Context: an optimization exercise on an open-source flow, tuned for small area. The choices shown serve that exercise and are no tape-out recipe.
The RTL was checked by simulation tests, not by an equivalence proof against the original design.
The clock port is modelled as an ideal driver, which makes a skipped or thinned clock tree look cheaper than it is; a real chip needs a root buffer or a tree.
Power is estimated from default activity; no workload was simulated.

== rev 12 ==
## controller
module controller(
input clk,
input SW,
input rst,
input rxd,
output reg txd,
output [7:0] LD
);
==> module message_mode, before the edit <==
module message_mode(
input clk,
input ce,
input rst,
input SW,
output txd
);
reg p;
reg [9:0] hi;
reg [3:0] lo;
reg adv;
wire at_end = !p && (hi == 10'b1000010111) && (lo == 4'd8);    
wire connection_status = p && (lo != 4'd0) && !(lo[3] && lo[2] && lo[1]);    
wire transmit_ready = !p || (hi[4:0] == 5'd4);
wire last_step = (hi[4:0] == 5'd28);        
wire start_bit = (hi[4:0] == 5'd7);
wire data_bit = (hi[4:3] == 2'b01);
wire step = SW && (transmit_ready || at_end);
wire carry = step && (lo == 4'd15);        
reg rom;
always @*
    case ({lo, hi[2:0]})
        7'b0001011: rom = 1'b1;
        7'b0001101: rom = 1'b1;
        7'b0001110: rom = 1'b1;
        7'b0010000: rom = 1'b1;
        7'b0010010: rom = 1'b1;
        7'b0010101: rom = 1'b1;
        7'b0010110: rom = 1'b1;
        7'b0011010: rom = 1'b1;
        7'b0011011: rom = 1'b1;
        7'b0011101: rom = 1'b1;
        7'b0011110: rom = 1'b1;
        7'b0100010: rom = 1'b1;
        7'b0100011: rom = 1'b1;
        7'b0100101: rom = 1'b1;
        7'b0100110: rom = 1'b1;
        7'b0101000: rom = 1'b1;
        7'b0101001: rom = 1'b1;
        7'b0101010: rom = 1'b1;
        7'b0101011: rom = 1'b1;
        7'b0101101: rom = 1'b1;
        7'b0101110: rom = 1'b1;
        7'b0110101: rom = 1'b1;
        7'b0111000: rom = 1'b1;
        7'b0111001: rom = 1'b1;
        7'b0111010: rom = 1'b1;
        7'b0111100: rom = 1'b1;
        7'b0111101: rom = 1'b1;
        7'b0111110: rom = 1'b1;
        7'b1000000: rom = 1'b1;
        7'b1000001: rom = 1'b1;
        7'b1000010: rom = 1'b1;
        7'b1000011: rom = 1'b1;
        7'b1000101: rom = 1'b1;
        7'b1000110: rom = 1'b1;
        7'b1001001: rom = 1'b1;
        7'b1001100: rom = 1'b1;
        7'b1001101: rom = 1'b1;
        7'b1001110: rom = 1'b1;
        7'b1010010: rom = 1'b1;
        7'b1010011: rom = 1'b1;
        7'b1010101: rom = 1'b1;
        7'b1010110: rom = 1'b1;
        7'b1011010: rom = 1'b1;
        7'b1011101: rom = 1'b1;
        7'b1011110: rom = 1'b1;
        7'b1100000: rom = 1'b1;
        7'b1100101: rom = 1'b1;
        default: rom = 1'b0;
    endcase
assign txd = !(p && (start_bit || (data_bit && !rom)));
always @(posedge clk)
    if (ce && transmit_ready && connection_status)
        adv <= SW;
wire load_defer = transmit_ready && connection_status && (lo != 4'd13);
always @(posedge clk)
    if (ce)
        begin
            if (rst)
                lo <= (SW && transmit_ready) ? 4'd1 : 4'd0;
            else if (SW && at_end)
                lo <= 4'd0;
            else if ((SW && transmit_ready && !load_defer) || (connection_status && last_step && adv))
                lo <= lo + 4'd1;
        end
always @(posedge clk)
    if (ce)
        begin
            if (rst || (SW && at_end))
                begin
                    p <= 1'b1;
                    hi <= 10'd4;
                end
            else if (carry)
                begin
                    p <= 1'b0;
                    hi <= {hi[8:0], ~(hi[9] ^ hi[6])};
                end
            else if (p)
                begin
                    if (!connection_status || last_step)
                        hi[4:0] <= 5'd4;
                    else
                        hi[4:0] <= hi[4:0] + 5'd1;
                end
        end
endmodule
Settings: LEC_CHECK=0, ABC_AREA=1, CAP_MARGIN=20, CORE_MARGIN=2, CORE_UTILIZATION=65, SLEW_MARGIN=20; clock period 10.0 ns.
standard.sh (not shown) runs the stock make flow with config.mk's settings and CLKGATE_MAP_FILE= SYNTH_SCRIPT=/design/flow/synth_recipe.tcl, a recipe that flattens the netlist after the stock synthesis.
==> flow/flow/run.sh <==
#!/bin/bash
# The standard layout (standard.sh) with three changes:
#  - synthesis is the standard flow's script unchanged except that ABC maps the logic with
#    flow/abc_area.script (area-oriented mapping, no buffering or upsizing)
#    and no half/full adder cells are extracted before it (ABC maps them);
#  - the clock tree is built by flow/pre_cts.tcl (a root buffer and six
#    leaf buffers at the centres of k-means clusters of the flip-flops) in
#    place of clock_tree_synthesis;
#  - port buffers are buf_1 cells.
# Each tool's output is in the ORFS logs under orfs/logs; make's is in standard.log.
set -euo pipefail
here=$(pwd)
{
  echo 'proc abc {args} {'
  echo '  set i [lsearch -exact $args -script]'
  echo '  if { $i >= 0 } { lset args [expr {$i + 1}] '"$here"'/flow/abc_area.script }'
  echo '  set j [lsearch -exact $args -D]'
  echo '  if { $j >= 0 } { set args [lreplace $args $j [expr {$j + 1}]] }'
  echo '  yosys abc {*}$args'
  echo '}'
  echo 'proc extract_fa {args} {}'
  cat synth_recipe.tcl
} > my_synth.tcl
sed "s#SYNTH_SCRIPT=[^ ]*#SYNTH_SCRIPT=$here/my_synth.tcl#" standard.sh > my_standard.sh
grep -q "SYNTH_SCRIPT=$here/my_synth.tcl" my_standard.sh
export CTS_ARGS="-sink_clustering_enable -repair_clock_nets -dont_use_dummy_load"
export PRE_CTS_TCL="$here/flow/pre_cts.tcl"
export BUFFER_PORTS_ARGS="-buffer_cell sky130_fd_sc_hd__buf_1"
bash my_standard.sh > standard.log 2>&1
Other scripts of this flow, unchanged in this note and not shown: flow/flow/abc_area.script, flow/flow/pre_cts.tcl
[inputs] rev 13 vs rev 12
diff --git a/flow/design.v b/flow/design.v
--- a/flow/design.v
+++ b/flow/design.v
@@ -128,18 +128,18 @@
 );
 reg p;
 reg [9:0] hi;
 reg [3:0] lo;
 reg adv;
-wire at_end = !p && (hi == 10'b1000010111) && (lo == 4'd8);    
-wire connection_status = p && (lo != 4'd0) && !(lo[3] && lo[2] && lo[1]);    
+wire at_end = !p && (hi == 10'b1000010111) && (lo == 4'd4);    
+wire connection_status = p && (lo != 4'd0) && (lo != 4'd12) && (lo != 4'd8);    
 wire transmit_ready = !p || (hi[4:0] == 5'd4);
 wire last_step = (hi[4:0] == 5'd28);        
 wire start_bit = (hi[4:0] == 5'd7);
 wire data_bit = (hi[4:3] == 2'b01);
 wire step = SW && (transmit_ready || at_end);
-wire carry = step && (lo == 4'd15);        
+wire carry = step && (lo == 4'd8);         
 reg rom;
 always @*
     case ({lo, hi[2:0]})
         7'b0001011: rom = 1'b1;
         7'b0001101: rom = 1'b1;
@@ -150,62 +150,82 @@
         7'b0010110: rom = 1'b1;
         7'b0011010: rom = 1'b1;
         7'b0011011: rom = 1'b1;
         7'b0011101: rom = 1'b1;
         7'b0011110: rom = 1'b1;
+        7'b0100000: rom = 1'b1;
+        7'b0100001: rom = 1'b1;
         7'b0100010: rom = 1'b1;
         7'b0100011: rom = 1'b1;
         7'b0100101: rom = 1'b1;
         7'b0100110: rom = 1'b1;
-        7'b0101000: rom = 1'b1;
-        7'b0101001: rom = 1'b1;
         7'b0101010: rom = 1'b1;
         7'b0101011: rom = 1'b1;
         7'b0101101: rom = 1'b1;
         7'b0101110: rom = 1'b1;
+        7'b0110000: rom = 1'b1;
+        7'b0110001: rom = 1'b1;
+        7'b0110010: rom = 1'b1;
+        7'b0110011: rom = 1'b1;
         7'b0110101: rom = 1'b1;
-        7'b0111000: rom = 1'b1;
-        7'b0111001: rom = 1'b1;
+        7'b0110110: rom = 1'b1;
         7'b0111010: rom = 1'b1;
-        7'b0111100: rom = 1'b1;
         7'b0111101: rom = 1'b1;
         7'b0111110: rom = 1'b1;
-        7'b1000000: rom = 1'b1;
-        7'b1000001: rom = 1'b1;
-        7'b1000010: rom = 1'b1;
-        7'b1000011: rom = 1'b1;
-        7'b1000101: rom = 1'b1;
-        7'b1000110: rom = 1'b1;
         7'b1001001: rom = 1'b1;
         7'b1001100: rom = 1'b1;
         7'b1001101: rom = 1'b1;
         7'b1001110: rom = 1'b1;
+        7'b1010000: rom = 1'b1;
+        7'b1010001: rom = 1'b1;
         7'b1010010: rom = 1'b1;
-        7'b1010011: rom = 1'b1;
+        7'b1010100: rom = 1'b1;
         7'b1010101: rom = 1'b1;
         7'b1010110: rom = 1'b1;
         7'b1011010: rom = 1'b1;
+        7'b1011011: rom = 1'b1;
         7'b1011101: rom = 1'b1;
         7'b1011110: rom = 1'b1;
-        7'b1100000: rom = 1'b1;
-        7'b1100101: rom = 1'b1;
+        7'b1101101: rom = 1'b1;
+        7'b1111000: rom = 1'b1;
+        7'b1111101: rom = 1'b1;
         default: rom = 1'b0;
     endcase
 assign txd = !(p && (start_bit || (data_bit && !rom)));
 always @(posedge clk)
     if (ce && transmit_ready && connection_status)
         adv <= SW;
-wire load_defer = transmit_ready && connection_status && (lo != 4'd13);
+reg [3:0] lo_next;
+always @*
+    case (lo)
+        4'd0: lo_next = 4'd1;
+        4'd1: lo_next = 4'd2;
+        4'd2: lo_next = 4'd5;
+        4'd3: lo_next = 4'd7;
+        4'd4: lo_next = 4'd9;
+        4'd5: lo_next = 4'd11;
+        4'd6: lo_next = 4'd13;
+        4'd7: lo_next = 4'd15;
+        4'd8: lo_next = 4'd0;
+        4'd9: lo_next = 4'd3;
+        4'd10: lo_next = 4'd4;
+        4'd11: lo_next = 4'd6;
+        4'd12: lo_next = 4'd8;
+        4'd13: lo_next = 4'd10;
+        4'd14: lo_next = 4'd12;
+        4'd15: lo_next = 4'd14;
+    endcase
+wire load_defer = transmit_ready && connection_status && (lo != 4'd14);    
 always @(posedge clk)
     if (ce)
         begin
             if (rst)
                 lo <= (SW && transmit_ready) ? 4'd1 : 4'd0;
             else if (SW && at_end)
                 lo <= 4'd0;
             else if ((SW && transmit_ready && !load_defer) || (connection_status && last_step && adv))
-                lo <= lo + 4'd1;
+                lo <= lo_next;
         end
 always @(posedge clk)
     if (ce)
         begin
             if (rst || (SW && at_end))
==> run summary <==
For the area used by multi-input combinational logic, rev 13 came in 41 um^2 lower than rev 12 did. Summary of rev 13 over rev 12: transition at the pin with the smallest max-transition slack went up, filler cell count decreased by about 1% relative to the old numbers. Of rev 13 and rev 12, the higher final design utilization belongs to rev 12. Between rev 13 and rev 12, the fraction of standard cell area that is sequential is lower for rev 12.
No run of this note takes its clock network from TritonCTS; it comes from the design's own scripts or RTL.

* * *

The RTL this note starts from:
==> flow/design.v <==
`timescale 1ns / 1ps
module recieve(
input rxd,
input clk,
input ce,
input rst,
output reg [7:0] word,
output word_on_line);
reg [7:0] shift;
reg [3:0] state;
assign word_on_line = (state == 4'd15);
always @(posedge clk)
    if (ce)
        begin
            if (rst)
                state <= 4'd11;
            else if (state[3] == 1'b0)
                state <= state + 4'd1;
            else if (state == 4'd8)
                state <= rxd ? 4'd15 : 4'd8;
            else
                state <= rxd ? 4'd11 : 4'd0;
        end
always @(posedge clk)
    if (ce && state[3] == 1'b0)
        shift <= {rxd, shift[7:1]};
always @(posedge clk)
    if (ce)
        begin
            if (rst)
                word <= 8'd0;
            else if (state == 4'd8 && rxd)
                word <= shift;
        end
endmodule
`timescale 1ns / 1ps
module transmit(
input clk,
input ce,
input rst,
input connection_status,
output transmit_ready,
output last_step,
output start_bit,
output data_bit,
output [2:0] bit_index
);
reg [4:0] state;
assign transmit_ready = (state == 5'd4);
assign last_step = (state == 5'd28);
assign start_bit = (state == 5'd7);
assign data_bit = (state[4:3] == 2'b01);
assign bit_index = state[2:0];
always @(posedge clk)
    if (ce)
        begin
            if (rst || !connection_status || last_step)
                state <= 5'd4;
            else
                state <= state + 5'd1;
        end
endmodule
`timescale 1ns / 1ps
module echo_mode(
input clk,
input ce,
input rst,
input SW,
input rxd,
output txd,
output [7:0] word
);
reg connection_status;
reg [9:0] counter;
reg [7:0] data;
wire word_on_line;
wire transmit_ready;
wire start_bit;
wire data_bit;
wire [2:0] bit_index;
recieve rx (
    .rxd(rxd),
    .clk(clk),
    .ce(ce),
    .rst(rst),
    .word(word),
    .word_on_line(word_on_line)
);
transmit tx (
    .clk(clk),
    .ce(ce),
    .rst(rst),
    .connection_status(connection_status),
    .transmit_ready(transmit_ready),
    .last_step(),
    .start_bit(start_bit),
    .data_bit(data_bit),
    .bit_index(bit_index)
);
assign txd = !(start_bit || (data_bit && !data[bit_index]));
always @(posedge clk)
    if (ce && transmit_ready && connection_status)
        data <= word;
always @(posedge clk)
    if (ce)
        begin
            if (rst)
                connection_status <= 1'b0;
            else if (!SW)
                begin
                    if (word_on_line)
                        connection_status <= 1'b1;
                    else if (transmit_ready && counter[9:1] != 9'd0)
                        connection_status <= 1'b0;
                end
        end
always @(posedge clk)
    if (ce && !rst && !SW)
        counter <= word_on_line ? 10'd1 : {counter[8:0], counter[9] ^ counter[6] ^ (counter[8:0] == 9'd0)};
endmodule
`timescale 1ns / 1ps
module message_mode(
input clk,
input ce,
input rst,
input SW,
output txd
);
reg p;
reg [9:0] hi;
reg [3:0] lo;
reg adv;
wire at_end = !p && (hi == 10'b1000010111) && (lo == 4'd4);    
wire connection_status = p && (lo != 4'd0) && (lo != 4'd12) && (lo != 4'd8);    
wire transmit_ready = !p || (hi[4:0] == 5'd4);
wire last_step = (hi[4:0] == 5'd28);        
wire start_bit = (hi[4:0] == 5'd7);
wire data_bit = (hi[4:3] == 2'b01);
wire step = SW && (transmit_ready || at_end);
wire carry = step && (lo == 4'd8);         
reg rom;
always @*
    case ({lo, hi[2:0]})
        7'b0001011: rom = 1'b1;
        7'b0001101: rom = 1'b1;
        7'b0001110: rom = 1'b1;
        7'b0010000: rom = 1'b1;
        7'b0010010: rom = 1'b1;
        7'b0010101: rom = 1'b1;
        7'b0010110: rom = 1'b1;
        7'b0011010: rom = 1'b1;
        7'b0011011: rom = 1'b1;
        7'b0011101: rom = 1'b1;
        7'b0011110: rom = 1'b1;
        7'b0100000: rom = 1'b1;
        7'b0100001: rom = 1'b1;
        7'b0100010: rom = 1'b1;
        7'b0100011: rom = 1'b1;
        7'b0100101: rom = 1'b1;
        7'b0100110: rom = 1'b1;
        7'b0101010: rom = 1'b1;
        7'b0101011: rom = 1'b1;
        7'b0101101: rom = 1'b1;
        7'b0101110: rom = 1'b1;
        7'b0110000: rom = 1'b1;
        7'b0110001: rom = 1'b1;
        7'b0110010: rom = 1'b1;
        7'b0110011: rom = 1'b1;
        7'b0110101: rom = 1'b1;
        7'b0110110: rom = 1'b1;
        7'b0111010: rom = 1'b1;
        7'b0111101: rom = 1'b1;
        7'b0111110: rom = 1'b1;
        7'b1001001: rom = 1'b1;
        7'b1001100: rom = 1'b1;
        7'b1001101: rom = 1'b1;
        7'b1001110: rom = 1'b1;
        7'b1010000: rom = 1'b1;
        7'b1010001: rom = 1'b1;
        7'b1010010: rom = 1'b1;
        7'b1010100: rom = 1'b1;
        7'b1010101: rom = 1'b1;
        7'b1010110: rom = 1'b1;
        7'b1011010: rom = 1'b1;
        7'b1011011: rom = 1'b1;
        7'b1011101: rom = 1'b1;
        7'b1011110: rom = 1'b1;
        7'b1101101: rom = 1'b1;
        7'b1111000: rom = 1'b1;
        7'b1111101: rom = 1'b1;
        default: rom = 1'b0;
    endcase
assign txd = !(p && (start_bit || (data_bit && !rom)));
always @(posedge clk)
    if (ce && transmit_ready && connection_status)
        adv <= SW;
reg [3:0] lo_next;
always @*
    case (lo)
        4'd0: lo_next = 4'd1;
        4'd1: lo_next = 4'd2;
        4'd2: lo_next = 4'd5;
        4'd3: lo_next = 4'd7;
        4'd4: lo_next = 4'd9;
        4'd5: lo_next = 4'd11;
        4'd6: lo_next = 4'd13;
        4'd7: lo_next = 4'd15;
        4'd8: lo_next = 4'd0;
        4'd9: lo_next = 4'd3;
        4'd10: lo_next = 4'd4;
        4'd11: lo_next = 4'd6;
        4'd12: lo_next = 4'd8;
        4'd13: lo_next = 4'd10;
        4'd14: lo_next = 4'd12;
        4'd15: lo_next = 4'd14;
    endcase
wire load_defer = transmit_ready && connection_status && (lo != 4'd14);    
always @(posedge clk)
    if (ce)
        begin
            if (rst)
                lo <= (SW && transmit_ready) ? 4'd1 : 4'd0;
            else if (SW && at_end)
                lo <= 4'd0;
            else if ((SW && transmit_ready && !load_defer) || (connection_status && last_step && adv))
                lo <= lo_next;
        end
always @(posedge clk)
    if (ce)
        begin
            if (rst || (SW && at_end))
                begin
                    p <= 1'b1;
                    hi <= 10'd4;
                end
            else if (carry)
                begin
                    p <= 1'b0;
                    hi <= {hi[8:0], ~(hi[9] ^ hi[6])};
                end
            else if (p)
                begin
                    if (!connection_status || last_step)
                        hi[4:0] <= 5'd4;
                    else
                        hi[4:0] <= hi[4:0] + 5'd1;
                end
        end
endmodule
`timescale 1ns / 1ps
module controller(
input clk,
input SW,
input rst,
input rxd,
output reg txd,
output [7:0] LD
);
reg [6:0] div;
wire tick = (div == 7'b1110001);
wire txd_1;
wire txd_2;
always @(posedge clk)
    if (rst)
        div <= 7'b1110001;
    else
        div <= {div[5:0], div[6] ^ div[5] ^ tick};
echo_mode echo(
    .clk(clk),
    .ce(tick),
    .rst(rst),
    .SW(SW),
    .rxd(rxd),
    .word(LD),
    .txd(txd_1)
);
message_mode msg(
    .clk(clk),
    .ce(tick),
    .rst(rst),
    .SW(SW),
    .txd(txd_2)
);
always @(posedge clk)
    if (rst)
        txd <= 1'b1;
    else
        txd <= SW ? txd_2 : txd_1;
endmodule
Settings: LEC_CHECK=0, ABC_AREA=1, CAP_MARGIN=20, CORE_MARGIN=2, CORE_UTILIZATION=65, SLEW_MARGIN=20; clock period 10.0 ns.
Scripts as last shown in full above: flow/flow/run.sh
Other scripts of this flow, unchanged in this note and not shown: flow/flow/abc_area.script, flow/flow/pre_cts.tcl
==> next run, changes <==
--- a/flow/design.v
+++ b/flow/design.v
@@ -124,15 +124,15 @@
 input ce,
 input rst,
 input SW,
 output txd
 );
-reg p;
 reg [9:0] hi;
+wire p = (hi[9:5] == 5'd0);                 
 reg [3:0] lo;
 reg adv;
-wire at_end = !p && (hi == 10'b1000010111) && (lo == 4'd4);    
+wire at_end = (hi == 10'b1000001101) && (lo == 4'd4);    
 wire connection_status = p && (lo != 4'd0) && (lo != 4'd12) && (lo != 4'd8);    
 wire transmit_ready = !p || (hi[4:0] == 5'd4);
 wire last_step = (hi[4:0] == 5'd28);        
 wire start_bit = (hi[4:0] == 5'd7);
 wire data_bit = (hi[4:3] == 2'b01);
@@ -227,26 +227,23 @@
         end
 always @(posedge clk)
     if (ce)
         begin
             if (rst || (SW && at_end))
-                begin
-                    p <= 1'b1;
-                    hi <= 10'd4;
-                end
+                hi[4:0] <= 5'd4;
             else if (carry)
-                begin
-                    p <= 1'b0;
-                    hi <= {hi[8:0], ~(hi[9] ^ hi[6])};
-                end
+                hi[4:0] <= hi[4:0] + 5'd1;
             else if (p)
-                begin
-                    if (!connection_status || last_step)
-                        hi[4:0] <= 5'd4;
-                    else
-                        hi[4:0] <= hi[4:0] + 5'd1;
-                end
+                hi[4:0] <= (!connection_status || last_step) ? 5'd4 : hi[4:0] + 5'd1;
+        end
+always @(posedge clk)
+    if (ce)
+        begin
+            if (rst || (SW && at_end))
+                hi[9:5] <= 5'd0;
+            else if (carry && (p || hi[4:0] == 5'd31))
+                hi[9:5] <= {hi[8:5], ~(hi[9] ^ hi[7])};
         end
 endmodule
 `timescale 1ns / 1ps
 module controller(
 input clk,
Result: Area after synthesis fell by 1.1%; sequential cell count decreases by 1; design area goes down by 0.96%; power drops by about 1.7%; clock power hardly moves; wire length decreases by 1.2%; first-iteration DRC count rises by 3.5%; via count goes up by about 1.2%.
In every run of this note, the design's own scripts or RTL, not TritonCTS, make the clock network.

[separate check: timing with driven ports]
No port has a modelled driver above. Below, the same layouts with a new extraction and two added sets of constraints. Step 1 sets driving cells, clkbuf_16 on the clock port and buf_2 on the other inputs (assumed; they add their load-dependent delay and slew). Step 2 adds t to the input delays and takes it off the output delays; t is the mean of the earliest and latest rising clock arrival at the registers after step 1. Input paths then give back, and output paths get back, about the clock's delay inside the block. a / b / c = no drivers / after step 1 / after step 2; a / b = the first two.
| run | shift t [ns] | setup slack, ns | worst setup path at the end | clock arrival spread, ns |
|---|---|---|---|---|
| rev 12 | 0.399 | 6.291 / 6.292 / 5.892 | input to register | 0.021 / 0.021 |
| rev 13 | 0.392 | 6.071 / 6.070 / 5.678 | input to register | 0.026 / 0.026 |
| the first run of note 2 | 0.409 | 6.458 / 6.464 / 6.055 | input to register | 0.027 / 0.027 |
| the second run of note 2 | 0.404 | 5.994 / 5.997 / 5.593 | input to register | 0.040 / 0.041 |
After both steps every run listed still meets setup and hold. For the first run of note 2, which loses most, drivers alone change the setup slack by +0.006 ns; drivers and shift together by -0.403 ns.
